This design comes from an exercise in tuning for a short achievable clock period and few clock cycles per item on the open sky130 flow, not from production work.
Function was checked by simulation only, so behaviour that the tests miss may differ from the original.

--- flow/design.v ---
`timescale 1ns/1ps
module fp_arithmetic_sequence_generator (
    input wire clk,
    input wire rst_n,
    input wire activate,
    input wire [31:0] a1,
    input wire [31:0] d,
    input wire [31:0] n,
    input wire [31:0] saddr,
    output reg done,
    output reg [31:0] mem_addr,
    output reg [31:0] mem_wdata,
    output reg mem_write,
    input wire mem_ready
);
    reg        busy;      
    reg        pend;      
    reg        tv;        
    reg        pv;        
    reg        nrm;       
    reg [31:0] rem;       
    reg        sd;        
    reg [7:0]  ed;
    reg [23:0] md;
    reg [23:0] X, Y;      
    reg [47:0] W;         
    reg [7:0]  R;         
    reg [7:0]  dR;        
    reg        isB;       
    reg        isA;       
    reg        sX, sY;    
    reg        esub;      
    reg [23:0] rN;        
    reg [7:0]  eN;
    reg        sN;
    reg [31:0] H;         
    reg [31:0] T;         
    reg        tsync;     
    reg [31:0] A;         
    reg        wrn;       
    wire       wr = !wrn;
    wire        st = T[31];
    wire [7:0]  et = T[30:23];
    wire [23:0] mt = {1'b1, T[22:0]};
    wire [24:0] sum = {1'b0, X} + {1'b0, Y};
    wire [24:0] dxy = {1'b0, X} - {1'b0, Y};
    wire [23:0] dyx = Y - X;
    wire        bor = dxy[24];                        
    wire [23:0] rb  = bor ? dyx : dxy[23:0];          
    wire s24 = sum[24];
    wire d23 = dxy[23];
    wire d22 = dxy[22];
    wire kw  = esub & (isB | (!d23 & !d22));
    wire sgn = sX;
    wire dR0  = (dR == 8'd0);
    wire dR1  = (dR == 8'd1);
    wire wrap = esub ? (!d23 & (R == 8'h00)) : (s24 & (R == 8'hff));
    wire [7:0]  Rp1 = R + 8'd1;
    wire [7:0]  Rm1 = ~(~R + 8'd1);
    wire [7:0]  dRp = dR + 8'd1;
    wire [7:0]  dRm = ~(~dR + 8'd1);
    wire [47:0] W_p = isA ? {1'b0, W[47:1]} : {1'b0, md, 23'd0};
    wire [47:0] W_0 = isA ? W : {md, 24'd0};
    wire [47:0] W_m = isA ? {W[46:0], 1'b0} : {md, 24'd0};
    wire [22:0] fn  = esub ? (d23 ? dxy[22:0] : {dxy[21:0], 1'b0})
                           : (s24 ? sum[23:1] : sum[22:0]);
    wire [7:0]  en  = esub ? (d23 ? R : Rm1) : (s24 ? Rp1 : R);
    wire        nC  = esub & !d23 & dR0;              
    wire [23:0] Xn  = esub ? (d23 ? {1'b1, dxy[22:0]} : (dR0 ? md : {1'b1, dxy[21:0], 1'b0}))
                           : (s24 ? {1'b1, sum[23:1]} : {1'b1, sum[22:0]});
    wire [23:0] Yn  = esub ? (d23 ? W_0[47:24] : (dR0 ? {2'b01, dxy[21:0]} : W_m[47:24]))
                           : (s24 ? W_p[47:24] : W_0[47:24]);
    wire [47:0] Wn  = esub ? (d23 ? W_0 : W_m) : (s24 ? W_p : W_0);
    wire [7:0]  Rn  = esub ? (d23 ? R : (dR0 ? R : Rm1)) : (s24 ? Rp1 : R);
    wire [7:0]  dRn = esub ? (d23 ? dR : (dR0 ? 8'd0 : dRm)) : (s24 ? dRp : dR);
    wire        nA  = esub ? (d23 ? !dR0 : (!dR0 & !dR1)) : (s24 | !dR0);
    wire        nB  = esub ? (d23 ? dR0 : dR1) : (!s24 & dR0);
    wire [8:0]  pdiff = {1'b0, et} - {1'b0, ed};
    wire [8:0]  pndiff = {1'b0, ed} - {1'b0, et};
    wire        pC = pdiff[8];
    wire        pB = (pdiff == 9'd0);
    wire [7:0]  pnd = pndiff[7:0];                    
    wire [47:0] pW = ({md, 24'd0} >> pdiff[4:0]) & {48{pdiff[7:5] == 3'b000}};
    wire [23:0] pYC = (mt >> pnd[4:0]) & {24{pnd[7:5] == 3'b000}};
    reg [4:0] lz;
    integer i;
    always @* begin
        lz = 5'd0;
        for (i = 0; i < 24; i = i + 1)
            if (rN[i]) lz = 5'd23 - i[4:0];
    end
    wire [23:0] nsh = rN << lz;
    wire        nzero = (rN == 24'd0);
    wire [8:0]  eNlz  = {1'b0, eN} - {4'd0, lz};      
    wire outst    = wr | pend;
    wire pend_n   = outst & !mem_ready;
    wire rem_last = wr ? (rem == 32'd1) : (rem == 32'd0);
    wire tfree    = !tv | wr;
    wire fast     = !nrm & pv & tfree;
    wire fast_ok  = fast & !kw;
    wire tv_n     = nrm | fast_ok | (tv & !wr);
    wire wr_n     = busy ? (tv_n & !pend_n & !rem_last) : (activate & (n != 32'd0));
    always @(posedge clk or negedge rst_n) begin
        if (!rst_n) begin
            busy      <= 1'b0;
            pend      <= 1'b0;
            mem_write <= 1'b0;
            wrn       <= 1'b1;
            done      <= 1'b0;
            tv        <= 1'b0;
            pv        <= 1'b0;
            nrm       <= 1'b0;
            tsync     <= 1'b0;
        end else if (!busy) begin
            pend      <= 1'b0;
            mem_write <= wr_n;
            wrn       <= !wr_n;
            busy      <= activate & (n != 32'd0);
            done      <= activate & (n == 32'd0);
            tv        <= 1'b1;
            pv        <= 1'b0;
            nrm       <= 1'b0;
            tsync     <= 1'b1;
        end else begin
            pend      <= pend_n;
            mem_write <= wr_n;
            wrn       <= !wr_n;
            done      <= !pend_n & rem_last;
            busy      <= !(!pend_n & rem_last);
            tv        <= tv_n;
            nrm       <= fast & kw;
            pv        <= fast ? (!kw & !wrap) : (!nrm & tsync);
            tsync     <= !fast;
        end
    end
    wire        A_en = !busy | wr;
    wire [31:0] A_n  = !busy ? saddr : A + 32'd4;
    wire        T_en = !busy | nrm | fast;
    wire [31:0] T_nrm = nzero ? {sN, 31'd0} : {sN, eNlz[7:0], nsh[22:0]};
    wire [31:0] T_n  = !busy ? a1 : nrm ? T_nrm : {sgn, en, fn};
    always @(posedge clk) begin
        if (A_en) A <= A_n;
        if (T_en) H <= T_n;
        T <= !busy ? a1 : nrm ? T_nrm : H;
    end
    always @(posedge clk or negedge rst_n) begin
        if (!rst_n) begin
            mem_addr  <= 32'd0;
            mem_wdata <= 32'd0;
        end else begin
            if (A_en) mem_addr  <= A_n;
            if (T_en) mem_wdata <= T_n;
        end
    end
    always @(posedge clk) begin
        if (!busy)
            rem <= n;
        else if (wr)
            rem <= rem - 32'd1;
    end
    always @(posedge clk) begin
        sd <= d[31];
        ed <= d[30:23];
        md <= {1'b1, d[22:0]};
    end
    always @(posedge clk) begin
        rN <= isB ? rb : dxy[23:0];
        eN <= R;
        sN <= (isB & bor) ? sY : sX;
        if (fast) begin
            X    <= Xn;
            Y    <= Yn;
            W    <= Wn;
            R    <= Rn;
            dR   <= dRn;
            isB  <= nB;
            isA  <= nA;
            sX   <= nC ? sd : sgn;
            sY   <= nC ? sgn : sd;
            esub <= sgn ^ sd;
        end else begin
            X    <= pC ? md : mt;
            Y    <= pC ? pYC : pW[47:24];
            W    <= pW;
            R    <= pC ? ed : et;
            dR   <= pC ? 8'd0 : pdiff[7:0];
            isB  <= pB;
            isA  <= !pB & !pC;
            sX   <= pC ? sd : st;
            sY   <= pC ? st : sd;
            esub <= st ^ sd;
        end
    end
endmodule
--- flow/flow/run.sh ---
#!/bin/bash
# Standard ORFS layout, with timing repair aimed well below the clock period.
set -euo pipefail
bash standard.sh finish SETUP_SLACK_MARGIN=9 > standard_flow.log 2>&1
--- flow/standard.sh ---
#!/bin/bash
# synth_recipe.tcl (not shown) runs the flow's synth.tcl, then flattens the netlist and writes it again
# the make line also repeats each setting of config.mk as NAME=value (left out here)
make -C /OpenROAD-flow-scripts/flow DESIGN_CONFIG=/design/flow/config.mk WORK_HOME=/design/flow/orfs CLKGATE_MAP_FILE= SYNTH_SCRIPT=/design/flow/synth_recipe.tcl "${@:-finish}"
--- flow/config.mk ---
export PLATFORM = sky130hd
export DESIGN_NAME = fp_arithmetic_sequence_generator
export DESIGN_NICKNAME = fp_arithmetic_sequence_generator
export VERILOG_FILES = /design/flow/design.v
export SDC_FILE = /design/flow/constraint.sdc
export NUM_CORES = 4
export LEC_CHECK = 0
export ABC_CLOCK_PERIOD_IN_PS = 2000
export CAP_MARGIN = 20
export CORE_MARGIN = 2
export CORE_UTILIZATION = 40
export SETUP_SLACK_MARGIN = 5
export SLEW_MARGIN = 20
--- flow/constraint.sdc ---
create_clock -name core_clock -period 12.0 [get_ports {clk}]
set_input_delay 2.4000 -clock core_clock [delete_from_list [all_inputs] [get_ports {clk}]]
set_output_delay 2.4000 -clock core_clock [all_outputs]
set_load 0.01 [all_outputs]
==> results.ini, run 1 <==
[outcome]
status=no timing/DRC/antenna violations

[floorplanning]
die_w_um=263
die_h_um=263
ios=198
die_area_um2=69400
core_um2=66900
row_count=95
start_util_pct=40.2

[placed_design]
port_buffers=197
placed_cell_area_um2=30000
dp.cells=4299
gp_congestion=0.973
dp_hpwl_mm=75.6

[synthesis]
ys.flop_type=dfxtp_1
synth_edf_count=113
synthCells=3399
syn-num-nets=3635
ys_ff_latch=382
ys_seq_area_share_pct=34.0
async_flop_share_pct=19.1
synth.area.top_cells=dfxtp_1 (15%), edfxtp_1 (13%), nand2_1 (7.7%)
synth.avg_cell_area_um2=7.92
syn_area_um2=26900
ys_types=92
ys_warn_count=1
synth_top_area_share_pct=14.6
synth_top_cell_by_area=dfxtp_1

[sta]
fin_crit_ps=3600
setup_viol=0
rsz0062_at_grt=true
period_share_pct=30.0
skew_ps=25.1
hold_ws_ps=440
setup_tns_ps=0
slew_headroom_pct=27.5
drv_slew=0
tightest_slew_ps=1090
hold_violations=0
max_freq_mhz=278

[clocking]
cts_tree=yes
cts_root_buffer=clkbuf_16
clockBufferDepth=3
hold_buffers=0
cts.sinks=382
cts.clk_slew.worst_paths_ps=60
htreeDepth=2
cts_inserted_buffers=46
clk_latency_ps=620

[setup_path]
crit_family=flip-flops
crit_fanout=2
start_kind=flip-flop
crit_start=mem_wdata[24]
slowest_stage=dfrtp_1
cp_num_buf_inv=1
slowest_delay_ps=420
worstPathCellList=buf_2
timing.setup.critical_path_class=reg -> out
r2r-start=X[10]
end_kind=primary output
crit_required_ps=9600
cp.arrival_ps=1200

[min_path]
hold_start=H[22]
min_path_type=reg -> reg

[final_layout]
seqCellArea_um2=9240
nFillCells=5690
final_common_cell=nand2_1
multi_input_area_um2=20700
diodes=0
nNetsFinal=4094
syn_to_final_growth_pct=46.8
final_cell_mix=nand2_1 (491), nor2_1 (282), buf_4 (250)
design_area_um2=39500
drive_above_1_share_pct=33.3
fin_cells=4767

[routing]
wire_per_inst_um=24.9
drtIter0Drc=3787
vias=29400
post_drt_via_cell_ratio=6.17
drt.antenna.violating_nets=0
route.detailed.drc=0
highest_layer=met5
met3_length_mm=12.7
wl_met1_mm=47.0
wl_mm=119
met2_length_mm=51.3
firstDrtPassIters=9

[global_routing]
grt_max_degree=90
grt_pass1_wl_mm=170
grt_pass1_vias=27000
groute.usage.overall_pct=31.7
grt_remaining_overflow=0
grt_antenna_before_repair=3

[job]
maxCapViolations=0

## flip-flops by register name, indices dropped and copies added (netlist names), 8 cells and up
| name | cells |
|---|---|
| mem_addr | 32 |
| R | 8 |
| T | 32 |
| mem_wdata | 32 |
| rem | 32 |
| A | 32 |
| W | 48 |
| dR | 8 |
| Y | 24 |
| md | 23 |
| H | 32 |
| ed | 8 |
| eN | 8 |
| rN | 24 |
| X | 23 |
## through the flow
stage | worst slack (ps) | utilization, %
6_report | 8400 | 59.0
4_1_cts | 8380 | 54.8
5_1_grt | 8380 | 59.0
3_3_place_gp | 7320 | 44.9
2_1_floorplan | 8740 | -
3_5_place_dp | 7280 | 44.9
## worst min-delay path: cells and delay by family, from the launching register on
family	cells	cell delay, ps
flops	1	320
simple gates	2	90
## cells in the mapped netlist (all sizes together), types with 32 or more instances
master  count
nand2     554
nor2      343
a21oi     281
o21ai     247
dfxtp     196
clkbuf    144
inv       125
mux2i     121
edfxtp    113
xnor2     108
ha         98
nand3      75
buf        73
dfrtp      72
nor3       72
a31oi      50
o22ai      46
a211oi     45
nand2b     45
xor2       44
nor2b      38
a21o       37
o211ai     32
## final cells by class
cell class | instances | area share (%)
clock buffer | 74 | 3.51
inverter | 126 | 1.34
timing repair inverter | 1 | 0.0190
clock inverter | 10 | 0.291
sequential | 382 | 23.4
tap | 873 | 2.77
multi-input combinational | 2678 | 52.4
timing repair buffer | 623 | 16.2
## path summary, 6_finish.rpt
kind | endpoint | slack, ps | cells after the start
worst min-delay path | T[22] | 440 | 2
worst max-delay path | mem_wdata[24] | 8400 | 1
max in group asynchronous | busy | 9430 | 2
min in group asynchronous | mem_addr[23] | 1660 | 1
worst max register to register | Y[18] | 8400 | 15
worst min register to register | T[22] | 440 | 2
## logic make-up after synthesis
family / share of synthesized area, %
AND/OR/NAND/NOR: 20.6
multiplexers: 7.05
AO/OA/AOI/OAI: 23.3
buffers and inverters: 5.09
XOR/XNOR: 4.95
flip-flops: 34.0
adder cells (fa/ha/maj): 5.00
## what timing repair did
action / in CTS / in global routing
setup buffers: 224 / 127
gates resized for setup: 1111 / 426
endpoints found under the hold margin: 0 / 0
gates cloned: 26 / 7
pin swaps: 266 / 218
endpoints found under the setup margin: 332 / 323
## metal layers
metal  up-vias  track usage [%]
met5         -                0
met4         6             15.8
met3       518             7.57
met2      1803             48.6
met1     14000             41.9
li1      13100                -
Testbench counts, summed over its fixed seeds: cycles 11,560, items 10,866.
==> run 2: changes to the inputs <==
--- a/flow/config.mk
+++ b/flow/config.mk
@@ -11,2 +11,3 @@
 export CORE_UTILIZATION = 40
+export PLACE_DENSITY = 0.7
 export SETUP_SLACK_MARGIN = 5
==> run 2 against run 1 <==
Still clean on timing, DRC and antenna. Wire length is 0.46% higher. Non-clock buffer count is 58 lower. First-iteration DRC count is 19% higher. Global-route usage is 0.21 points lower. Area after synthesis stayed put. Critical path depth is 14 higher. Sequential cell count stayed put. Critical endpoint is now mem_wdata[30]. Highest routed layer is now met4.
==> results.ini, run 2 <==
[sta]
skew_ps=32.3  ; +7.21 ps
hold_ws_ps=440  ; +0.690 ps
fin_crit_ps=3700  ; +98.3 ps
setup_viol=0  ; unchanged
rsz0062_at_grt=true
period_share_pct=30.8  ; +0.82 points
setup_tns_ps=0  ; unchanged
slew_headroom_pct=28.9  ; +1.4 points
max_freq_mhz=270  ; -2.7%
tightest_slew_ps=1070  ; -20.6 ps
drv_slew=0  ; unchanged
hold_violations=0  ; unchanged

[floorplanning]
die_area_um2=69400  ; unchanged
die_h_um=263  ; unchanged
ios=198  ; unchanged
start_util_pct=40.2  ; unchanged
die_w_um=263  ; unchanged
row_count=95  ; unchanged
core_um2=66900  ; unchanged

[setup_path]
crit_required_ps=12540  ; +2940 ps
end_kind=flip-flop
start_kind=flip-flop
cp.arrival_ps=4240  ; +3040 ps
rrSetupSlack_ps=8300  ; -100 ps
crit_fanout=4  ; +2
timing.setup.critical_path_class=reg -> reg

[final_layout]
utilization_pct=57.9  ; -1.2 points
drive_above_1_share_pct=31.6  ; -1.8 points
final_common_cell=nand2_1
regMostFlops=W
multi_input_area_um2=20300  ; -1.8%
seqCellArea_um2=9250  ; +0.15%
final_cell_mix=nand2_1 (492), nor2_1 (282), a21oi_1 (241)
largest_reg_flops=48  ; unchanged
nNetsFinal=4032  ; -1.5%
syn_to_final_growth_pct=43.9
nFillCells=5619  ; -1.2%

[synthesis]
ys_ff_latch=382  ; unchanged
ys_warn_count=1  ; unchanged
ys_seq_area_share_pct=34.0  ; unchanged
ys_types=92  ; unchanged
async_flop_share_pct=19.1  ; unchanged
synth.top_cells.by_count=nand2_1 (554), nor2_1 (341), a21oi_1 (281), o21ai_0 (244), dfxtp_1 (196)
synth.avg_cell_area_um2=7.92  ; unchanged
yosysMostFrequentCell=nand2_1
ys.flop_type=dfxtp_1
synth.area.top_cells=dfxtp_1 (15%), edfxtp_1 (13%), nand2_1 (7.7%)
synthCells=3399  ; unchanged
synth_top_cell_by_area=dfxtp_1
syn-num-nets=3635  ; unchanged
syn_area_um2=26900  ; unchanged
synth_top_area_share_pct=14.6  ; unchanged
synth_edf_count=113  ; unchanged

[placed_design]
gp_congestion=0.999  ; +2.7%
dp_hpwl_mm=74.2  ; -1.8%
port_buffers=197  ; unchanged

[routing]
drtIter0Drc=4508  ; +19%
firstDrtPassIters=7  ; -2
wl_mm=119  ; +0.46%
wire_per_inst_um=25.3  ; +1.8%
drt.antenna.violating_nets=0  ; unchanged
vias=29500  ; +0.40%
post_drt_via_cell_ratio=6.27  ; +1.7%
route.detailed.drc=0  ; unchanged

[clocking]
cts_inserted_buffers=45  ; -2.2%
htreeDepth=2  ; unchanged
cts.sinks=382  ; unchanged
cts.clk_slew.worst_paths_ps=70  ; about the same
cts_root_buffer=clkbuf_16
cts_tree=yes
hold_buffers=0  ; unchanged
clockBufferDepth=3  ; unchanged
clk_latency_ps=630  ; about the same

[global_routing]
groute.usage.overall_pct=31.5  ; -0.21 points
grt_remaining_overflow=0  ; unchanged
grt_pass1_vias=27300  ; +1.1%
grt_max_degree=75  ; -17%
grt_pass1_wl_mm=169  ; -0.14%
grt_antenna_before_repair=3  ; unchanged

[job]
maxCapViolations=0  ; unchanged

[min_path]
min_path_type=reg -> reg

[outcome]
status=no timing/DRC/antenna violations

run 2: layer usage:
| layer | vias to the layer above | track usage (%) | wire, µm |
|---|---|---|---|
| li1 | 13000 | - | - |
| met1 | 14000 | 41.1 | 45600 |
| met2 | 2001 | 48.5 | 51500 |
| met3 | 562 | 7.47 | 13700 |
| met4 | 0 | 16.6 | 8520 |
| met5 | - | 0 | 0 |
run 2: logic make-up after synthesis:
family / Yosys count / synth area share (%)
simple gates: 1261 / 20.6
compound gates: 990 / 23.3
flops: 382 / 34.0
buf+inv: 343 / 5.09
mux: 167 / 7.05
xor+xnor: 152 / 4.95
fa+ha+maj: 104 / 5.00
run 2: critical path, stage by stage, from the launching register on:
cell	delay (ps)
dfxtp_2	350
inv_2	50
ha_4	240
or4_4	520
nand4b_4	200
a211oi_4	280
o311ai_4	130
buf_12	190
o211a_4	270
buf_4	150
nor4_4	340
and4_4	320
a31oi_4	50
xor2_2	200
buf_4	150
a31oi_1	160
run 2: repair_timing:
action / 4_1_cts / 5_1_grt
resized for setup: 1088 / 362
buffers inserted: 198 / 93
pin swaps: 273 / 151
gates cloned: 26 / 12
hold endpoints to repair: 0 / 0
setup endpoints to repair: 319 / 321
run 2: area by class of cell:
cell class / count / area share, %
Antenna cell: 1 / 0.00646
Clock buffer: 59 / 3.31
Clock inverter: 23 / 0.691
Inverter: 126 / 1.41
Multi-Input combinational cell: 2675 / 52.5
Sequential cell: 382 / 23.9
Tap cell: 873 / 2.82
Timing Repair Buffer: 565 / 15.3
Timing Repair inverter: 1 / 0.0194
run 2: worst paths after layout:
check | startpoint | to | cells after the start
min in group asynchronous | rst_n | mem_addr[27] | 1
worst min register to register | H[16] | T[16] | 1
worst min-delay path | H[16] | T[16] | 1
max in group asynchronous | rst_n | busy | 2
worst max-delay path | X[12] | mem_wdata[30] | 15
worst max register to register | X[12] | mem_wdata[30] | 15
run 2: stage by stage:
stage,setup WS (ps),cells,cell area (µm²)
4_1_cts,8340,4599,36400
3_3_place_gp,7460,4293,30000
2_1_floorplan,8740,3399,27500
5_1_grt,8260,4704,38700
6_report,8300,4705,38700
3_5_place_dp,7440,4293,30000
==> run 3: changes to the inputs <==
--- a/flow/config.mk
+++ b/flow/config.mk
@@ -11,3 +11,4 @@
 export CORE_UTILIZATION = 40
-export PLACE_DENSITY = 0.7
+export CTS_CLUSTER_DIAMETER = 100
+export CTS_CLUSTER_SIZE = 20
 export SETUP_SLACK_MARGIN = 5
==> run 3 against run 2 <==
Die area unchanged. Highest routed layer is now met5. Hold slack got worse by 8.8 ps. Synthesized cell count stayed put. Sequential cell count unchanged. Global-route usage shrank 0.32 points. Via count is 1.1% lower. Area after synthesis unchanged. Critical endpoint is now mem_wdata[24].
==> results.ini, run 3 <==
[synthesis]
synth_top_area_share_pct=14.6  ; unchanged
ys_types=92  ; unchanged
synthCells=3399  ; unchanged
syn_area_um2=26900  ; unchanged
ys.flop_type=dfxtp_1
async_flop_share_pct=19.1  ; unchanged
synth_edf_count=113  ; unchanged
synth_top_cell_by_area=dfxtp_1
syn-num-nets=3635  ; unchanged
synth.area.top_cells=dfxtp_1 (15%), edfxtp_1 (13%), nand2_1 (7.7%)
ys_warn_count=1  ; unchanged
yosysMostFrequentCell=nand2_1
synth.avg_cell_area_um2=7.92  ; unchanged
synth.top_cells.by_count=nand2_1 (554), nor2_1 (341), a21oi_1 (281), o21ai_0 (244), dfxtp_1 (196)
ys_seq_area_share_pct=34.0  ; unchanged
ys_ff_latch=382  ; unchanged

[final_layout]
largest_reg_flops=48  ; unchanged
multi_input_area_um2=20400  ; +0.23%
regMostFlops=W
nFillCells=5841  ; +4.0%
syn_to_final_growth_pct=42.9
utilization_pct=57.5  ; -0.39 points
final_common_cell=nand2_1
diodes=0  ; -1
final_cell_mix=nand2_1 (493), nor2_1 (283), a21oi_1 (246)
seqCellArea_um2=9240  ; -0.11%
fin_cells=4715  ; +0.21%
nNetsFinal=4057  ; +0.62%
drive_above_1_share_pct=31.7  ; +0.17 points
design_area_um2=38500  ; -0.67%

[placed_design]
placed_cell_area_um2=30000  ; +0.12%
pre_cts_ws_ps=7280  ; -158 ps
dp_hpwl_mm=75.6  ; +1.8%
gp_congestion=0.973  ; -2.6%
dp.cells=4299  ; +0.14%
port_buffers=197  ; unchanged

[global_routing]
grt_pass1_wl_mm=168  ; -0.79%
grt_pass1_vias=27000  ; -1.1%
grt_max_degree=90  ; +20%
groute.usage.overall_pct=31.2  ; -0.32 points
grt_remaining_overflow=0  ; unchanged
grt_antenna_before_repair=3  ; unchanged

[clocking]
htreeDepth=1  ; -1
cts.clk_slew.worst_paths_ps=90  ; +20 ps
cts_root_buffer=clkbuf_16
hold_buffers=0  ; unchanged
cts.sinks=382  ; unchanged
clk_latency_ps=610  ; -20 ps
cts_inserted_buffers=27  ; -40%
clockBufferDepth=3  ; unchanged
cts_tree=yes

[setup_path]
worstPathCellList=buf_2
crit_required_ps=9600  ; -2940 ps
crit_family=flip-flops
end_kind=primary output
crit_start=mem_wdata[24]
r2r-start=X[10]
timing.setup.critical_path_class=reg -> out
r2r_cells=15  ; unchanged
slowest_delay_ps=440  ; -80 ps
start_kind=flip-flop
crit_fanout=2  ; -2
slowest_stage=dfrtp_1
cp_num_buf_inv=1  ; -3
rrSetupSlack_ps=8400  ; +100 ps
r2r-end=Y[18]
cp.arrival_ps=1210  ; -3030 ps

[routing]
drt.antenna.violating_nets=0  ; unchanged
post_drt_via_cell_ratio=6.19  ; -1.4%
drtIter0Drc=3761  ; -17%
firstDrtPassIters=8  ; +1
wl_mm=118  ; -1.2%
vias=29200  ; -1.1%
wire_per_inst_um=25.0  ; -1.4%
route.detailed.drc=0  ; unchanged

[sta]
skew_ps=32.0  ; -0.267 ps
worst_slack_ps=8390  ; +91.4 ps
fin_crit_ps=3610  ; -91.4 ps
setup_viol=0  ; unchanged
period_share_pct=30.1  ; -0.76 points
slew_headroom_pct=28.2  ; -0.74 points
max_freq_mhz=277  ; +2.5%
tightest_slew_ps=1080  ; +11.1 ps
rsz0062_at_grt=true
drv_slew=0  ; unchanged
hold_violations=0  ; unchanged
setup_tns_ps=0  ; unchanged

[floorplanning]
die_h_um=263  ; unchanged
ios=198  ; unchanged
row_count=95  ; unchanged
die_area_um2=69400  ; unchanged
core_um2=66900  ; unchanged
start_util_pct=40.2  ; unchanged
die_w_um=263  ; unchanged

[job]
maxCapViolations=0  ; unchanged

[min_path]
hold_depth=2  ; +1
hold_start=H[5]
min_path_type=reg -> reg
holdPathEnd=T[5]

[outcome]
status=no timing/DRC/antenna violations

==> run 3: metrics by stage <==
step                hold WS, ps
floorplan                   346
global placement            408
detailed placement          414
CTS                         432
global route                447
finish                      432
==> run 3: per-layer routing <==
| layer | wire length (µm) | up-vias | global-route usage [%] |
|---|---|---|---|
| met3 | 11900 | 468 | 6.80 |
| met4 | 7260 | 2 | 14.9 |
| met2 | 51200 | 1736 | 48.1 |
| met1 | 47400 | 14000 | 41.6 |
| li1 | - | 13000 | - |
| met5 | 10 | - | 0 |
==> run 3: kinds of logic after synthesis <==
family	synth area share (%)
adders and majority gates	5.00
DFF	34.0
xor gates and xnor gates	4.95
muxes	7.05
AOI/OAI and AO/OA	23.3
and+or+nand+nor	20.6
buffers and inverters	5.09
==> run 3: how the worst max path moves through the flow <==
| stage | depth (start not counted) | endpoint | slack [ps] |
|---|---|---|---|
| 6_report | 1 | mem_wdata[24] | 8390 |
| 5_1_grt | 15 | H[1] | 8370 |
| 4_1_cts | 1 | mem_wdata[24] | 8370 |
| 3_5_place_dp | 13 | mem_wdata[23] | 7280 |
| 3_3_place_gp | 12 | H[4] | 7320 |
| 2_1_floorplan | 6 | H[18] | 8740 |
==> run 3: cell type report <==
cell class,instances,area share (%)
inverters,126,1.38
multi-input cells,2678,53.0
well taps,873,2.84
repair inverters,1,0.0195
flip-flops and latches,382,24.0
clock buffers,36,1.87
clock inverters,14,0.472
repair buffers,605,16.4
==> run 3: what timing repair did <==
item                                     CTS  global route
pin swaps                                252           192
cloned                                    26             7
buffers inserted                         217           116
endpoints found under the setup margin   330           317
resized for setup                       1124           326
==> run 4: changes to the inputs <==
--- a/flow/config.mk
+++ b/flow/config.mk
@@ -10,5 +10,3 @@
 export CORE_MARGIN = 2
-export CORE_UTILIZATION = 40
-export CTS_CLUSTER_DIAMETER = 100
-export CTS_CLUSTER_SIZE = 20
+export CORE_UTILIZATION = 45
 export SETUP_SLACK_MARGIN = 5
==> run 4 against run 3 <==
Sequential share of layout area is 0.29 points lower. Setup slack lost 33 ps. Critical endpoint is now Y[7]. Final area up 1.1%. Final cell count down 2.4%. Via count up 0.18%. Still clean on timing, DRC and antenna. Hold slack gained 9.2 ps. Die area shrank 11%. Critical path depth grew 13.
==> results.ini, run 4 <==
[final_layout]
seqCellArea_um2=9230  ; -0.12%
final_cell_mix=nand2_1 (493), nor2_1 (278), a21oi_1 (233)
drive_above_1_share_pct=31.5  ; -0.21 points
final_common_cell=nand2_1
nNetsFinal=4027  ; -0.74%
largest_reg_flops=48  ; unchanged
multi_input_area_um2=20300  ; -0.37%
syn_to_final_growth_pct=44.5
nFillCells=4823  ; -17%
regMostFlops=W

[routing]
post_drt_via_cell_ratio=6.35  ; +2.6%
drtIter0Drc=3175  ; -16%
route.detailed.drc=0  ; unchanged
firstDrtPassIters=6  ; -2
wire_per_inst_um=26.2  ; +4.9%
wl_mm=121  ; +2.4%
vias=29200  ; +0.18%
drt.antenna.violating_nets=0  ; unchanged

[setup_path]
timing.setup.critical_path_class=reg -> reg
end_kind=flip-flop
crit_fanout=8  ; +6
crit_required_ps=12460  ; +2860 ps
cp.arrival_ps=4100  ; +2890 ps
start_kind=flip-flop

[synthesis]
ys_types=92  ; unchanged
synth.top_cells.by_count=nand2_1 (554), nor2_1 (341), a21oi_1 (281), o21ai_0 (244), dfxtp_1 (196)
async_flop_share_pct=19.1  ; unchanged
yosysMostFrequentCell=nand2_1
synth_top_area_share_pct=14.6  ; unchanged
ys_ff_latch=382  ; unchanged
ys.flop_type=dfxtp_1
synthCells=3399  ; unchanged
synth.area.top_cells=dfxtp_1 (15%), edfxtp_1 (13%), nand2_1 (7.7%)
synth_edf_count=113  ; unchanged
synth.avg_cell_area_um2=7.92  ; unchanged
syn-num-nets=3635  ; unchanged
synth_top_cell_by_area=dfxtp_1
syn_area_um2=26900  ; unchanged
ys_warn_count=1  ; unchanged
ys_seq_area_share_pct=34.0  ; unchanged

[floorplanning]
row_count=89  ; -6.3%
die_area_um2=61800  ; -11%
core_um2=59000  ; -12%
die_w_um=249  ; -5.6%
die_h_um=249  ; -5.6%
start_util_pct=45.6  ; +5.4 points
ios=198  ; unchanged

[global_routing]
met1_usage_pct=47.9  ; +6.3 points
grt_max_degree=106  ; +18%
grt_remaining_overflow=0  ; unchanged
top_usage_layer=met2
grt_pass1_wl_mm=175  ; +3.9%
groute.usage.overall_pct=36.5  ; +5.3 points
grt.met3_usage_pct=7.45  ; +0.65 points
grt_pass1_vias=27500  ; +1.9%
grt_antenna_before_repair=4  ; +1
met2_usage_pct=55.7  ; +7.7 points

[sta]
skew_ps=26.1  ; -5.90 ps
setup_tns_ps=0  ; unchanged
rsz0062_at_grt=true
slew_headroom_pct=27.7  ; -0.50 points
period_share_pct=30.3  ; +0.28 points
setup_viol=0  ; unchanged
tightest_slew_ps=1080  ; +7.44 ps
hold_violations=0  ; unchanged
fin_crit_ps=3640  ; +33.0 ps
hold_ws_ps=441  ; +9.15 ps
worst_slack_ps=8360  ; -33.0 ps
max_freq_mhz=275  ; -0.91%
drv_slew=0  ; unchanged

[clocking]
cts_root_buffer=clkbuf_16
hold_buffers=0  ; unchanged
cts_tree=yes
clk_latency_ps=620  ; about the same
clockBufferDepth=3  ; unchanged
cts_inserted_buffers=47  ; +74%
cts.clk_slew.worst_paths_ps=60  ; -30 ps
cts.sinks=382  ; unchanged
htreeDepth=2  ; +1

[placed_design]
pre_cts_ws_ps=7240  ; -40.9 ps
gp_congestion=0.966  ; -0.71%
port_buffers=197  ; unchanged
dp_hpwl_mm=76.4  ; +1.0%

[job]
maxCapViolations=0  ; unchanged

[outcome]
status=no timing/DRC/antenna violations

[min_path]
min_path_type=reg -> reg

run 4: cell count changes in the layout (fill, tap and decap cells not counted), moves of 8 or more:
| cell | change |
|---|---|
| clkbuf_16 | +25 |
| a21oi_2 | +13 |
| buf_6 | -17 |
| o21ai_4 | +8 |
| dlygate4sd2_1 | +10 |
| nand3_1 | +11 |
| a21oi_1 | -13 |
| buf_4 | -42 |
| nand3_2 | -14 |
| dfxtp_1 | +10 |
| clkbuf_8 | +13 |
| dfxtp_2 | -10 |
| buf_16 | +12 |
run 4: layout make-up:
cell class | count | area share, %
clock buffers | 66 | 3.76
diodes | 1 | 0.00644
repair buffers | 559 | 15.9
clock inverters | 22 | 0.473
well taps | 773 | 2.49
repair inverters | 1 | 0.0193
multi-input cells | 2674 | 52.2
flip-flops and latches | 382 | 23.7
inverters | 126 | 1.41
run 4: what timing repair did:
item / 4_1_cts / 5_1_grt
buffers inserted: 192 / 92
endpoints found under the setup margin: 445 / 331
pin swaps: 265 / 178
gates cloned: 31 / 8
gates resized for setup: 1132 / 314
run 4: final timing paths:
path,startpoint,end,slack [ps],cells past startpoint
setup reg to reg,Y[10],Y[7],8360,14
max in group asynchronous,rst_n,busy,9590,1
setup / recovery,Y[10],Y[7],8360,14
min in group asynchronous,rst_n,done,1830,1
hold reg to reg,H[28],T[28],440,1
hold / removal,H[28],T[28],440,1
run 4: metal layers:
layer	vias up	share of wire (%)
met1	14000	39
met2	1731	43
li1	13000	-
met3	467	10
met5	-	0.022
met4	4	6.9
run 4: cell families (layout without fill, tap and decap cells):
logic type / after synthesis / in the layout / synth area share, %
buffers and inverters: 343 / 774 / 5.09
and+or+nand+nor: 1261 / 1261 / 20.6
xor gates and xnor gates: 152 / 152 / 4.95
AOI/OAI and AO/OA: 990 / 990 / 23.3
DFF: 382 / 382 / 34.0
other: 0 / 1 / 0
muxes: 167 / 167 / 7.05
adders and majority gates: 104 / 104 / 5.00
run 4: through the flow:
| step | instances | instance area, µm² | util (%) |
|---|---|---|---|
| 4_1_cts | 4503 | 36600 | 61.9 |
| 3_3_place_gp | 4192 | 29900 | 50.6 |
| 2_1_floorplan | 3399 | 27500 | - |
| 5_1_grt | 4603 | 38900 | 65.9 |
| 3_5_place_dp | 4192 | 29900 | 50.6 |
| 6_report | 4604 | 38900 | 65.9 |
run 4: critical path, stage by stage (launching register included):
cell and delay (ps):
dfxtp_4 400, ha_4 230, or4_4 530, nand4b_4 200, a211oi_4 240, o311ai_4 120
buf_6 160, o211a_4 330, buf_12 170, buf_16 150, nor2_4 80, nor3_2 40
a31oi_1 280, a21oi_1 120, a221o_1 410
==> run 5: changes to the inputs <==
--- a/flow/config.mk
+++ b/flow/config.mk
@@ -10,3 +10,4 @@
 export CORE_MARGIN = 2
-export CORE_UTILIZATION = 45
+export CORE_UTILIZATION = 40
+export GPL_ROUTABILITY_DRIVEN = 0
 export SETUP_SLACK_MARGIN = 5
==> run 5 against run 4 <==
Still clean. Critical path depth shrank 3. Final area grew 0.70%. Register-to-register slack gained 40 ps. Critical endpoint is now X[8]. Highest routed layer unchanged.
==> results.ini, run 5 <==
[outcome]
status=no timing/DRC/antenna violations

[global_routing]
grt_antenna_before_repair=4  ; unchanged
grt_max_degree=87  ; -18%
grt_pass1_wl_mm=168  ; -3.8%
grt_pass1_vias=27000  ; -1.6%
groute.usage.overall_pct=31.2  ; -5.3 points
grt_remaining_overflow=0  ; unchanged

[sta]
tightest_slew_ps=1300  ; +215 ps
period_share_pct=30.0  ; -0.30 points
rsz0062_at_grt=true
hold_violations=0  ; unchanged
worst_slack_ps=8400  ; +36.0 ps
max_freq_mhz=278  ; +1.0%
skew_ps=33.7  ; +7.54 ps
fin_crit_ps=3600  ; -36.0 ps
setup_viol=0  ; unchanged
drv_slew=0  ; unchanged
slew_headroom_pct=12.7  ; -15 points
setup_tns_ps=0  ; unchanged

[routing]
route.detailed.drc=0  ; unchanged
wl_mm=119  ; -1.7%
wire_per_inst_um=24.8  ; -5.2%
vias=29800  ; +1.9%
drtIter0Drc=4328  ; +36%
drt.antenna.violating_nets=0  ; unchanged
post_drt_via_cell_ratio=6.24  ; -1.7%
firstDrtPassIters=8  ; +2

[floorplanning]
ios=198  ; unchanged
row_count=95  ; +6.7%
die_w_um=263  ; +6.0%
start_util_pct=40.2  ; -5.4 points
die_h_um=263  ; +6.0%
die_area_um2=69400  ; +12%
core_um2=66900  ; +13%

[clocking]
clk_latency_ps=620  ; about the same
cts_inserted_buffers=46  ; -2.1%
hold_buffers=0  ; unchanged
cts_root_buffer=clkbuf_16
cts.clk_slew.worst_paths_ps=60  ; about the same
clockBufferDepth=3  ; unchanged
htreeDepth=2  ; unchanged
cts.sinks=382  ; unchanged
cts_tree=yes

[placed_design]
pre_cts_ws_ps=7600  ; +359 ps
port_buffers=197  ; unchanged
dp_hpwl_mm=73.7  ; -3.6%

[synthesis]
ys_warn_count=1  ; unchanged
ys.flop_type=dfxtp_1
ys_ff_latch=382  ; unchanged
synth_top_cell_by_area=dfxtp_1
yosysMostFrequentCell=nand2_1
synth_top_area_share_pct=14.6  ; unchanged
syn-num-nets=3635  ; unchanged
synthCells=3399  ; unchanged
synth_edf_count=113  ; unchanged
synth.top_cells.by_count=nand2_1 (554), nor2_1 (341), a21oi_1 (281), o21ai_0 (244), dfxtp_1 (196)
ys_types=92  ; unchanged
synth.avg_cell_area_um2=7.92  ; unchanged
async_flop_share_pct=19.1  ; unchanged
ys_seq_area_share_pct=34.0  ; unchanged
syn_area_um2=26900  ; unchanged
synth.area.top_cells=dfxtp_1 (15%), edfxtp_1 (13%), nand2_1 (7.7%)

[setup_path]
r2r_cells=11  ; -3
cp.arrival_ps=4050  ; -50 ps
end_kind=flip-flop
crit_required_ps=12440  ; -20 ps
start_kind=flip-flop
r2r-end=X[8]
r2r-start=Y[6]
timing.setup.critical_path_class=reg -> reg
crit_fanout=4  ; -4
rrSetupSlack_ps=8400  ; +40 ps

[final_layout]
largest_reg_flops=48  ; unchanged
drive_above_1_share_pct=33.5  ; +2.0 points
nNetsFinal=4097  ; +1.7%
regMostFlops=W
syn_to_final_growth_pct=45.5
final_cell_mix=nand2_1 (496), nor2_1 (283), buf_4 (281)
final_common_cell=nand2_1

[min_path]
hold_depth=2  ; +1
min_path_type=reg -> reg
holdPathEnd=sN
hold_start=sY

[job]
maxCapViolations=0  ; unchanged

run 5: through the flow:
step           util (%)  area [µm²]  hold WS [ps]  instances
3_5_place_dp       44.8       30000           412       4294
5_1_grt            58.5       39200           441       4771
6_report           58.5       39200           421       4772
3_3_place_gp       44.8       30000           408       4294
2_1_floorplan         -       27500           346       3399
4_1_cts            54.4       36400           422       4612
run 5: cells by family (layout without fill, tap and decap cells):
family | count (synthesis) | in the layout | share of synthesized area [%]
AND/OR/NAND/NOR | 1261 | 1263 | 20.6
AO/OA/AOI/OAI | 990 | 993 | 23.3
flip-flops | 382 | 382 | 34.0
buffers and inverters | 343 | 837 | 5.09
multiplexers | 167 | 167 | 7.05
XOR/XNOR | 152 | 152 | 4.95
adder cells (fa/ha/maj) | 104 | 104 | 5.00
other | 0 | 1 | 0
run 5: how the worst max path moves through the flow:
stage	from	endpoint	slack [ps]	depth (start not counted)
after floorplan	a1[18]	H[18]	8740	6
after global placement	X[5]	H[19]	7660	12
after detailed placement	T[23]	Y[23]	7600	15
after CTS	mem_wdata[24]	mem_wdata[24]	8380	1
after global routing	Y[6]	X[8]	8270	11
final	Y[6]	X[8]	8400	11
run 5: layout make-up:
class / instances / area [µm²]
Fill cell: 5610 / 27800
Multi-Input combinational cell: 2679 / 20500
Sequential cell: 382 / 9240
Timing Repair Buffer: 625 / 6230
Clock buffer: 63 / 1320
Tap cell: 873 / 1090
Inverter: 126 / 533
Clock inverter: 22 / 225
Timing Repair inverter: 1 / 7.51
Antenna cell: 1 / 2.50
run 5: worst max-delay path, cell delays in order, from the launching register on:
cell and delay (ps):
dfxtp_2 340, inv_2 50, ha_4 160, or3_4 380, or2_4 270, buf_4 140, o21a_1 210, xnor2_1 1010
nor2_1 120, a21oi_1 200, o22ai_1 110, o31a_1 440
run 5: layer usage:
layer	vias up	share of wire, %	track usage (%)
li1	13100	-	-
met1	14000	39	41.0
met2	2077	42	46.2
met3	557	13	8.53
met4	4	6.9	17.5
met5	-	0.030	0
run 5: repair_timing:
action | CTS | global route
gates cloned | 24 | 7
pin swaps | 260 | 210
resized for setup | 1087 | 395
setup buffers | 209 | 152
endpoints found under the setup margin | 336 | 321
==> run 6: changes to the inputs <==
==> flow/flow/run.sh (replaced) <==
#!/bin/bash
# Standard ORFS layout, with timing repair aimed well below the clock period.
set -euo pipefail
bash standard.sh finish SETUP_SLACK_MARGIN=8 > standard_flow.log 2>&1
--- a/flow/config.mk
+++ b/flow/config.mk
@@ -11,3 +11,2 @@
 export CORE_UTILIZATION = 40
-export GPL_ROUTABILITY_DRIVEN = 0
 export SETUP_SLACK_MARGIN = 5
==> run 6 against run 5 <==
Still clean. Area after synthesis stayed put. Non-clock buffer count is 366 lower. Via count is 12% lower. Final area is 19% lower. Setup slack worse by 390 ps. First-iteration DRC count is 28% lower. Hold slack worse by 1.7 ps. Global-route usage is 2.5 points lower. Critical endpoint is now mem_wdata[6].
==> results.ini, run 6 <==
[global_routing]
grt_antenna_before_repair=6  ; +2
grt_max_degree=109  ; +25%
grt_pass1_wl_mm=154  ; -8.3%
groute.usage.overall_pct=28.7  ; -2.5 points
grt_remaining_overflow=0  ; unchanged
grt_pass1_vias=24400  ; -9.6%

[sta]
max_freq_mhz=250  ; -9.8%
rsz0062_at_grt=true
fin_crit_ps=4000  ; +392 ps
skew_ps=31.6  ; -2.10 ps
setup_tns_ps=0  ; unchanged
setup_viol=0  ; unchanged
hold_ws_ps=420  ; -1.71 ps
period_share_pct=33.3  ; +3.3 points
drv_slew=0  ; unchanged
slew_headroom_pct=22.8  ; +10 points
hold_violations=0  ; unchanged
tightest_slew_ps=1160  ; -142 ps

[setup_path]
timing.setup.critical_path_class=reg -> out
start_kind=flip-flop
cp_num_buf_inv=1  ; -1
worstPathCellList=clkdlybuf4s50_1
slowest_stage=clkdlybuf4s50_1
end_kind=primary output
crit_required_ps=9600  ; -2840 ps
slowest_delay_ps=580  ; -430 ps
cp.arrival_ps=1600  ; -2450 ps
crit_family=buffers and inverters
crit_fanout=2  ; -2

[synthesis]
async_flop_share_pct=19.1  ; unchanged
synth_top_family_by_area=compound AO/OA/AOI/OAI gates
synth_compound_area_share_pct=23.3  ; unchanged
yosysMostFrequentCell=nand2_1
synth_edf_count=113  ; unchanged
synth_top_area_share_pct=14.6  ; unchanged
synth_top_cell_by_area=dfxtp_1
syn-num-nets=3635  ; unchanged
ys.flop_type=dfxtp_1
synthCells=3399  ; unchanged
synth_xor_area_share_pct=4.95  ; unchanged
ys_warn_count=1  ; unchanged
synth_fa_ha_area_share_pct=5.00  ; unchanged
ys_seq_area_share_pct=34.0  ; unchanged
synth.avg_cell_area_um2=7.92  ; unchanged
muxShareOfSynthArea_pct=7.05  ; unchanged
synth.area.top_cells=dfxtp_1 (15%), edfxtp_1 (13%), nand2_1 (7.7%)
ys_ff_latch=382  ; unchanged
synth.top_cells.by_count=nand2_1 (554), nor2_1 (341), a21oi_1 (281), o21ai_0 (244), dfxtp_1 (196)
synthSimpleGateAreaFrac_pct=20.6  ; unchanged
syn_area_um2=26900  ; unchanged
ys_types=92  ; unchanged

[routing]
wl_mm=103  ; -13%
drtIter0Drc=3115  ; -28%
drt.antenna.violating_nets=0  ; unchanged
post_drt_via_cell_ratio=5.97  ; -4.3%
wire_per_inst_um=23.4  ; -5.7%
route.detailed.drc=0  ; unchanged
firstDrtPassIters=8  ; unchanged
vias=26300  ; -12%

[job]
maxCapViolations=0  ; unchanged

[clocking]
clk_latency_ps=620  ; about the same
cts.sinks=382  ; unchanged
cts_inserted_buffers=46  ; unchanged
cts.clk_slew.worst_paths_ps=60  ; about the same
htreeDepth=2  ; unchanged
cts_tree=yes
hold_buffers=0  ; unchanged
clockBufferDepth=3  ; unchanged
cts_root_buffer=clkbuf_16

[final_layout]
nFillCells=6682  ; +19%
drive_above_1_share_pct=8.76  ; -25 points
nNetsFinal=3726  ; -9.1%
final_common_cell=nand2_1
regMostFlops=W
largest_reg_flops=48  ; unchanged
syn_to_final_growth_pct=18.1
final_cell_mix=nand2_1 (551), nor2_1 (340), a21oi_1 (277)

[floorplanning]
ios=198  ; unchanged
core_um2=66900  ; unchanged
start_util_pct=40.2  ; unchanged
die_area_um2=69400  ; unchanged
die_h_um=263  ; unchanged
row_count=95  ; unchanged
die_w_um=263  ; unchanged

[placed_design]
port_buffers=197  ; unchanged
gp_congestion=0.957
dp_hpwl_mm=74.9  ; +1.7%

[min_path]
min_path_type=reg -> reg

[outcome]
status=no timing/DRC/antenna violations

[run 6: cell counts after synthesis]
Identical to the previous run, type by type.
[run 6: final timing paths]
path	from	endpoint	slack [ps]	cells past startpoint
worst min-delay path	sY	sN	420	2
worst max-delay path	mem_wdata[6]	mem_wdata[6]	8000	1
max in group asynchronous	rst_n	busy	9140	2
min in group asynchronous	rst_n	mem_addr[28]	1690	1
worst max register to register	X[5]	H[4]	8020	12
worst min register to register	sY	sN	420	2
[run 6: per-stage QoR]
stage               instances  setup slack (ps)  area, µm²  utilization (%)
finish                   4403              8000      31800             47.5
detailed placement       4296              6920      29500             44.1
CTS                      4389              7990      31400             47.0
global route             4401              7910      31800             47.5
global placement         4296              6970      29500             44.1
floorplan                3399              8360      26900                -
[run 6: logic make-up after synthesis]
kind of cell / after synthesis
xor+xnor: 152
compound gates: 990
simple gates: 1261
mux: 167
flops: 382
buf+inv: 343
fa+ha+maj: 104
[run 6: area by class of cell]
| cell class | instances | area, µm² | share of cell area, % |
|---|---|---|---|
| repair buffers | 259 | 2510 | 7.91 |
| multi-input cells | 2674 | 16800 | 53.0 |
| flip-flops and latches | 382 | 9160 | 28.8 |
| inverters | 126 | 489 | 1.54 |
| clock inverters | 21 | 238 | 0.748 |
| well taps | 873 | 1090 | 3.44 |
| clock buffers | 64 | 1430 | 4.48 |
| repair inverters | 1 | 5.00 | 0.0157 |
| diodes | 3 | 7.51 | 0.0236 |
[run 6: metal layers]
layer | vias to the layer above | part of all wire [%] | track usage, %
met3 | 182 | 8.8 | 5.01
met2 | 1257 | 44 | 44.5
met4 | 2 | 3.4 | 10.2
met5 | - | 0.0097 | 0
met1 | 12500 | 44 | 40.0
li1 | 12400 | - | -
[run 6: timing repair]
action,in CTS,in global routing
pin swaps,5,6
setup buffers,7,10
gates cloned,1,1
setup endpoints to repair,236,120
resized for setup,71,50
==> run 7: changes to the inputs <==
==> flow/flow/run.sh (replaced) <==
#!/bin/bash
# Standard ORFS layout, with timing repair aimed well below the clock period.
set -euo pipefail
bash standard.sh finish SETUP_SLACK_MARGIN=11 > standard_flow.log 2>&1
==> run 7 against run 6 <==
Register-to-register slack improved by 340 ps. Area after synthesis did not move. Non-clock buffer count rose by 533. Utilization rose by 19 points. Hold slack improved by 15 ps. Still clean on timing, DRC and antenna.
==> results.ini, run 7 <==
[setup_path]
slowest_stage=dfrtp_2
r2r_cells=15  ; +3
rrSetupSlack_ps=8360  ; +340 ps
start_kind=flip-flop
cp.arrival_ps=1250  ; -350 ps
crit_required_ps=9600  ; about the same
timing.setup.critical_path_class=reg -> out
worstSetupEndpoint=mem_wdata[12]
r2r-start=Y[12]
r2r-end=Y[17]
end_kind=primary output
crit_cells=1  ; unchanged
crit_fanout=2  ; unchanged
slowest_delay_ps=480  ; -100 ps
cp_num_buf_inv=1  ; unchanged
crit_family=flip-flops
worstPathCellList=buf_6
crit_start=mem_wdata[12]

[floorplanning]
ios=198  ; unchanged
die_w_um=263  ; unchanged
die_h_um=263  ; unchanged
core_um2=66900  ; unchanged
die_area_um2=69400  ; unchanged
start_util_pct=40.2  ; unchanged
row_count=95  ; unchanged

[clocking]
cts_tree=yes
cts.sinks=382  ; unchanged
clockBufferDepth=3  ; unchanged
htreeDepth=2  ; unchanged
cts_inserted_buffers=47  ; +2.2%
hold_buffers=0  ; unchanged
cts_root_buffer=clkbuf_16
clk_latency_ps=630  ; about the same
cts.clk_slew.worst_paths_ps=70  ; about the same

[synthesis]
ys.flop_type=dfxtp_1
synth_edf_count=113  ; unchanged
synthCells=3399  ; unchanged
syn-num-nets=3635  ; unchanged
ys_seq_area_share_pct=34.0  ; unchanged
synth.area.top_cells=dfxtp_1 (15%), edfxtp_1 (13%), nand2_1 (7.7%)
async_flop_share_pct=19.1  ; unchanged
ys_ff_latch=382  ; unchanged
ys_warn_count=1  ; unchanged
synth_top_area_share_pct=14.6  ; unchanged
synth_top_cell_by_area=dfxtp_1
yosysMostFrequentCell=nand2_1
ys_types=92  ; unchanged
syn_area_um2=26900  ; unchanged
synth.avg_cell_area_um2=7.92  ; unchanged
synth.top_cells.by_count=nand2_1 (554), nor2_1 (341), a21oi_1 (281), o21ai_0 (244), dfxtp_1 (196)

[final_layout]
nNetsFinal=4280  ; +15%
largest_reg_flops=48  ; unchanged
drive_above_1_share_pct=45.9  ; +37 points
syn_to_final_growth_pct=66.5
final_cell_mix=nand2_1 (463), buf_4 (309), buf_6 (248)
design_area_um2=44800  ; +41%
final_common_cell=nand2_1
nFillCells=4962  ; -26%
multi_input_area_um2=22800  ; +35%
regMostFlops=W
seqCellArea_um2=9260  ; +1.1%

[sta]
hold_ws_ps=435  ; +15.2 ps
skew_ps=23.4  ; -8.18 ps
slew_headroom_pct=30.1  ; +7.3 points
drv_slew=0  ; unchanged
setup_tns_ps=0  ; unchanged
hold_violations=0  ; unchanged
setup_viol=0  ; unchanged
rsz0062_at_grt=true
period_share_pct=30.4  ; -2.9 points
max_freq_mhz=274  ; +9.5%
fin_crit_ps=3650  ; -347 ps
tightest_slew_ps=1040  ; -116 ps

[global_routing]
grt_max_degree=69  ; -37%
grt_remaining_overflow=0  ; unchanged
met2_usage_pct=53.4  ; +8.9 points
grt.met3_usage_pct=8.67  ; +3.7 points
grt_antenna_before_repair=5  ; -1
groute.usage.overall_pct=34.8  ; +6.1 points
top_usage_layer=met2
grt_pass1_vias=28500  ; +17%
met1_usage_pct=45.0  ; +5.0 points
grt_pass1_wl_mm=184  ; +19%

[routing]
route.detailed.drc=0  ; unchanged
vias=31000  ; +18%
wl_mm=132  ; +28%
drtIter0Drc=3973  ; +28%
wire_per_inst_um=26.7  ; +14%
firstDrtPassIters=9  ; +1
drt.antenna.violating_nets=0  ; unchanged
post_drt_via_cell_ratio=6.26  ; +4.8%

[min_path]
min_path_type=reg -> reg

[outcome]
status=no timing/DRC/antenna violations

[placed_design]
dp_hpwl_mm=76.0  ; +1.5%
gp_congestion=0.977  ; +2.0%
placed_cell_area_um2=31500  ; +6.8%
port_buffers=197  ; unchanged

[job]
maxCapViolations=0  ; unchanged

[run 7: cell counts after synthesis]
Identical to the previous run, type by type.
[run 7: layout make-up]
cell class / instances / area share (%)
repair inverters: 9 / 0.260
clock buffers: 66 / 3.17
well taps: 873 / 2.44
flip-flops and latches: 382 / 20.7
clock inverters: 22 / 0.751
inverters: 126 / 1.30
repair buffers: 792 / 20.5
diodes: 3 / 0.0168
multi-input cells: 2686 / 50.9
[run 7: cell families after synthesis]
kind of cell    count (synthesis)  share of synthesized area, %
simple gates                 1261                          20.6
compound gates                990                          23.3
fa+ha+maj                     104                          5.00
buf+inv                       343                          5.09
flops                         382                          34.0
mux                           167                          7.05
xor+xnor                      152                          4.95
[run 7: repair_timing]
item | CTS | global route
endpoints found under the setup margin | 626 | 626
pin swaps | 376 | 330
buffers inserted | 309 | 196
resized for setup | 1732 | 445
gates cloned | 59 | 11
[run 7: how the worst min path moves through the flow]
stage | startpoint | endpoint | cells after the start
final | H[7] | T[7] | 2
after global routing | H[7] | T[7] | 2
after CTS | H[7] | T[7] | 2
after detailed placement | H[18] | T[18] | 1
after global placement | H[19] | T[19] | 2
after floorplan | R[2] | eN[2] | 0
[run 7: per-stage QoR]
step / util, % / std cells / setup slack [ps]
floorplan: - / 3399 / 8740
global placement: 47.1 / 4293 / 7470
detailed placement: 47.1 / 4293 / 7430
CTS: 61.2 / 4749 / 8370
global route: 67.0 / 4956 / 8320
finish: 67.0 / 4959 / 8350
[run 7: metal layers]
layer | wire length, µm | part of all wire (%)
met1 | 50200 | 38
met2 | 57300 | 43
met3 | 15000 | 11
met4 | 9640 | 7.3
met5 | 29 | 0.022
[run 7: worst register-to-register path: cells and delay by family (launching register included)]
family	cells	cell delay [ps]
compound gates	6	1340
fa+ha+maj	1	250
buf+inv	4	640
flops	1	380
simple gates	4	880
==> run 8: changes to the inputs <==
--- a/flow/design.v
+++ b/flow/design.v
@@ -56,3 +56,3 @@
     wire dR1  = (dR == 8'd1);
-    wire wrap = esub ? (!d23 & (R == 8'h00)) : (s24 & (R == 8'hff));
+    wire wrap = esub ? (!d23 & ((R == 8'h00) | dR0)) : (s24 & (R == 8'hff));
     wire [7:0]  Rp1 = R + 8'd1;
@@ -67,10 +67,9 @@
     wire [7:0]  en  = esub ? (d23 ? R : Rm1) : (s24 ? Rp1 : R);
-    wire        nC  = esub & !d23 & dR0;              
-    wire [23:0] Xn  = esub ? (d23 ? {1'b1, dxy[22:0]} : (dR0 ? md : {1'b1, dxy[21:0], 1'b0}))
+    wire [23:0] Xn  = esub ? (d23 ? {1'b1, dxy[22:0]} : {1'b1, dxy[21:0], 1'b0})
                            : (s24 ? {1'b1, sum[23:1]} : {1'b1, sum[22:0]});
-    wire [23:0] Yn  = esub ? (d23 ? W_0[47:24] : (dR0 ? {2'b01, dxy[21:0]} : W_m[47:24]))
+    wire [23:0] Yn  = esub ? (d23 ? W_0[47:24] : W_m[47:24])
                            : (s24 ? W_p[47:24] : W_0[47:24]);
     wire [47:0] Wn  = esub ? (d23 ? W_0 : W_m) : (s24 ? W_p : W_0);
-    wire [7:0]  Rn  = esub ? (d23 ? R : (dR0 ? R : Rm1)) : (s24 ? Rp1 : R);
-    wire [7:0]  dRn = esub ? (d23 ? dR : (dR0 ? 8'd0 : dRm)) : (s24 ? dRp : dR);
+    wire [7:0]  Rn  = esub ? (d23 ? R : Rm1) : (s24 ? Rp1 : R);
+    wire [7:0]  dRn = esub ? (d23 ? dR : dRm) : (s24 ? dRp : dR);
     wire        nA  = esub ? (d23 ? !dR0 : (!dR0 & !dR1)) : (s24 | !dR0);
@@ -177,4 +176,4 @@
             isA  <= nA;
-            sX   <= nC ? sd : sgn;
-            sY   <= nC ? sgn : sd;
+            sX   <= sgn;
+            sY   <= sd;
             esub <= sgn ^ sd;
==> flow/flow/run.sh (replaced) <==
#!/bin/bash
# Standard ORFS layout, with timing repair aimed well below the clock period.
set -euo pipefail
bash standard.sh finish SETUP_SLACK_MARGIN=9 > standard_flow.log 2>&1
==> run 8 against run 7 <==
Non-clock buffer count fell by 203. Register-to-register slack improved by 20 ps. Highest routed layer unchanged. Via count fell by 9.4%. Still clean on timing, DRC and antenna. Area after synthesis fell by 3.9%.
==> results.ini, run 8 <==
[setup_path]
rrSetupSlack_ps=8380  ; +20 ps
worstPathCellList=buf_6
start_kind=flip-flop
crit_fanout=2  ; unchanged
end_kind=primary output
r2r_cells=20  ; +5
worstSetupEndpoint=mem_wdata[11]
crit_start=mem_wdata[11]
crit_required_ps=9600  ; about the same
r2r-end=X[15]
crit_family=flip-flops
cp_num_buf_inv=1  ; unchanged
crit_cells=1  ; unchanged
slowest_delay_ps=460  ; -20 ps
cp.arrival_ps=1230  ; -20 ps
r2r-start=X[1]
timing.setup.critical_path_class=reg -> out
slowest_stage=dfrtp_2

[floorplanning]
die_area_um2=66700  ; -3.8%
core_um2=64200  ; -4.0%
die_w_um=258  ; -1.9%
ios=198  ; unchanged
die_h_um=258  ; -1.9%
start_util_pct=40.3  ; +0.063 points
row_count=93  ; -2.1%

[synthesis]
synth.avg_cell_area_um2=8.19  ; +3.5%
synthCells=3158  ; -7.1%
syn_area_um2=25900  ; -3.9%
ys.flop_type=dfxtp_1
yosysMostFrequentCell=nand2_1
ys_warn_count=1  ; unchanged
synth.area.top_cells=dfxtp_1 (16%), edfxtp_1 (12%), dfrtp_1 (7.0%)
synth_top_area_share_pct=15.8  ; +1.2 points
ys_ff_latch=382  ; unchanged
async_flop_share_pct=19.1  ; unchanged
ys_seq_area_share_pct=35.0  ; +1.1 points
synth_edf_count=105  ; -7.1%
synth.top_cells.by_count=nand2_1 (431), a21oi_1 (327), nor2_1 (316), dfxtp_1 (204), o21ai_0 (164)
ys_types=90  ; -2.2%
syn-num-nets=3394  ; -6.6%
synth_top_cell_by_area=dfxtp_1

[final_layout]
drive_above_1_share_pct=36.7  ; -9.3 points
largest_reg_flops=48  ; unchanged
nNetsFinal=3836  ; -10%
final_common_cell=nand2_1
syn_to_final_growth_pct=49.6
nFillCells=5251  ; +5.8%
design_area_um2=38700  ; -14%
regMostFlops=W
fin_cells=4494  ; -9.4%
final_cell_mix=nand2_1 (378), nor2_1 (269), buf_4 (231)

[sta]
setup_viol=0  ; unchanged
max_freq_mhz=275  ; +0.38%
period_share_pct=30.3  ; -0.12 points
rsz0062_at_grt=true
setup_tns_ps=0  ; unchanged
tightest_slew_ps=1180  ; +141 ps
slew_headroom_pct=21.2  ; -8.9 points
fin_crit_ps=3630  ; -13.8 ps
skew_ps=34.4  ; +11.0 ps
drv_slew=0  ; unchanged
hold_violations=0  ; unchanged
hold_ws_ps=437  ; +2.63 ps

[routing]
vias=28100  ; -9.4%
drtIter0Drc=3440  ; -13%
post_drt_via_cell_ratio=6.26  ; about the same
drt.antenna.violating_nets=0  ; unchanged
wl_mm=118  ; -11%
route.detailed.drc=0  ; unchanged
wire_per_inst_um=26.3  ; -1.3%
firstDrtPassIters=6  ; -3

[clocking]
cts_tree=yes
clockBufferDepth=3  ; unchanged
cts_root_buffer=clkbuf_16
cts.sinks=382  ; unchanged
clk_latency_ps=630  ; about the same
cts.clk_slew.worst_paths_ps=60  ; about the same
htreeDepth=2  ; unchanged
hold_buffers=0  ; unchanged
cts_inserted_buffers=46  ; -2.1%

[global_routing]
grt_pass1_vias=26600  ; -6.5%
grt_remaining_overflow=0  ; unchanged
grt_antenna_before_repair=4  ; -1
grt_max_degree=95  ; +38%
groute.usage.overall_pct=32.7  ; -2.1 points
grt_pass1_wl_mm=167  ; -9.1%

[job]
maxCapViolations=0  ; unchanged

[outcome]
status=no timing/DRC/antenna violations

[placed_design]
dp.cells=4049  ; -5.7%
dp_hpwl_mm=75.3  ; -0.96%
gp_congestion=0.984  ; +0.78%
placed_cell_area_um2=28800  ; -8.6%
port_buffers=197  ; unchanged

[min_path]
min_path_type=reg -> reg
hold_start=R[4]

-- run 8: cell count changes in the layout (fill, tap and decap cells not counted), sizes merged, moves of 22 or more --
cell,delta
clkdlybuf4s50,+91
buf,-312
a21oi,+47
nor2,-27
o21ai,-77
nor3,-22
nand2,-121
mux2,+25
-- run 8: cell type report --
class                           count  area (µm²)  share of cell area [%]
Timing Repair inverter              1        8.76                  0.0226
Timing Repair Buffer              589        6070                    15.7
Clock inverter                     29         267                   0.688
Sequential cell                   382        9170                    23.7
Multi-Input combinational cell   2446       20300                    52.4
Inverter                          134         584                    1.51
Antenna cell                        1        2.50                 0.00646
Tap cell                          855        1070                    2.76
Clock buffer                       57        1250                    3.24
-- run 8: routing by layer --
| metal | GRT usage, % | up-vias | routed length (µm) |
|---|---|---|---|
| met2 | 50.9 | 1690 | 52700 |
| met1 | 42.6 | 13700 | 46100 |
| li1 | - | 12200 | - |
| met4 | 15.7 | 2 | 7540 |
| met3 | 8.04 | 450 | 11900 |
| met5 | 0 | - | 13 |
-- run 8: worst min-delay path by stage --
stage / to / slack, ps / depth (start not counted)
2_1_floorplan: eN[1] / 350 / 0
3_3_place_gp: eN[7] / 400 / 0
3_5_place_dp: eN[4] / 400 / 0
4_1_cts: eN[3] / 420 / 0
5_1_grt: eN[4] / 450 / 0
6_report: eN[4] / 440 / 0
-- run 8: logic make-up (layout without fill, tap and decap cells) --
group	after synthesis	after routing	synth area share (%)
buf+inv	334	810	5.18
other cells	0	1	0
xor+xnor	139	139	4.71
compound gates	899	899	21.8
simple gates	1096	1100	19.0
mux	204	204	9.13
flops	382	382	35.0
fa+ha+maj	104	104	5.20
-- run 8: metrics by stage --
step	setup slack, ps	util [%]
after global routing	8320	60.3
after detailed placement	7430	44.9
final	8370	60.3
after global placement	7450	44.9
after floorplan	8700	-
after CTS	8350	55.9
-- run 8: worst reg2reg max path, stage by stage (launching register included) --
cell and delay, ps:
dfxtp_4 360, inv_4 40, buf_6 110, buf_6 120, fa_2 420, nor2_4 130, o221ai_4 150, a21oi_2 190
buf_4 150, a31oi_4 90, o21ai_2 210, buf_6 150, nand2_8 50, buf_6 160, buf_12 130, buf_16 150
buf_12 150, mux2i_2 240, mux2i_1 150, and2_4 200, a31oi_4 180
-- run 8: what timing repair did --
item	4_1_cts	5_1_grt
setup endpoints to repair	339	341
resized for setup	1103	480
pin swaps	233	228
cloned	23	5
buffers inserted	234	96
Testbench counts of run 8, summed over its fixed seeds: cycles 11,588, items 10,866.

==> afterwards: timing with drivers on the ports <==
The flow's constraints put no driver on any port. The routed layouts listed below were extracted and timed again, unchanged, in two steps. Step 1 sets driving cells, clkbuf_16 on the clock port and buf_2 on the other inputs (assumed; they add their load-dependent delay and slew). Step 2 adds t to the input delays and takes it off the output delays; t is the mean of the earliest and latest rising clock arrival at the registers after step 1. Input paths then give back, and output paths get back, about the clock's delay inside the block. a / b / c = ideal ports / drivers / drivers and shift; a / b = the first two.
run	t (ns)	setup slack, ns	latest minus earliest clock arrival (ns)	worst slew at a driven data input, ns	cell pins on the clock port's net
run 1	0.682	8.401 / 8.330 / 8.159	0.026 / 0.026	0.09	1
run 2	0.674	8.302 / 8.302 / 8.100	0.032 / 0.032	0.08	1
run 3	0.663	8.394 / 8.329 / 8.169	0.032 / 0.032	0.09	1
run 4	0.677	8.361 / 8.303 / 8.155	0.026 / 0.027	0.09	1
run 5	0.662	8.397 / 8.352 / 8.094	0.034 / 0.034	0.09	1
run 6	0.665	8.005 / 7.942 / 7.663	0.031 / 0.032	0.08	1
run 7	0.687	8.352 / 8.286 / 8.345	0.026 / 0.026	0.32	1
run 8	0.681	8.366 / 8.301 / 8.143	0.034 / 0.035	0.07	1
After both steps every run listed still meets setup and hold. The setup slack of run 6, which loses most, moves by -0.063 ns with the drivers and by -0.342 ns with both steps.
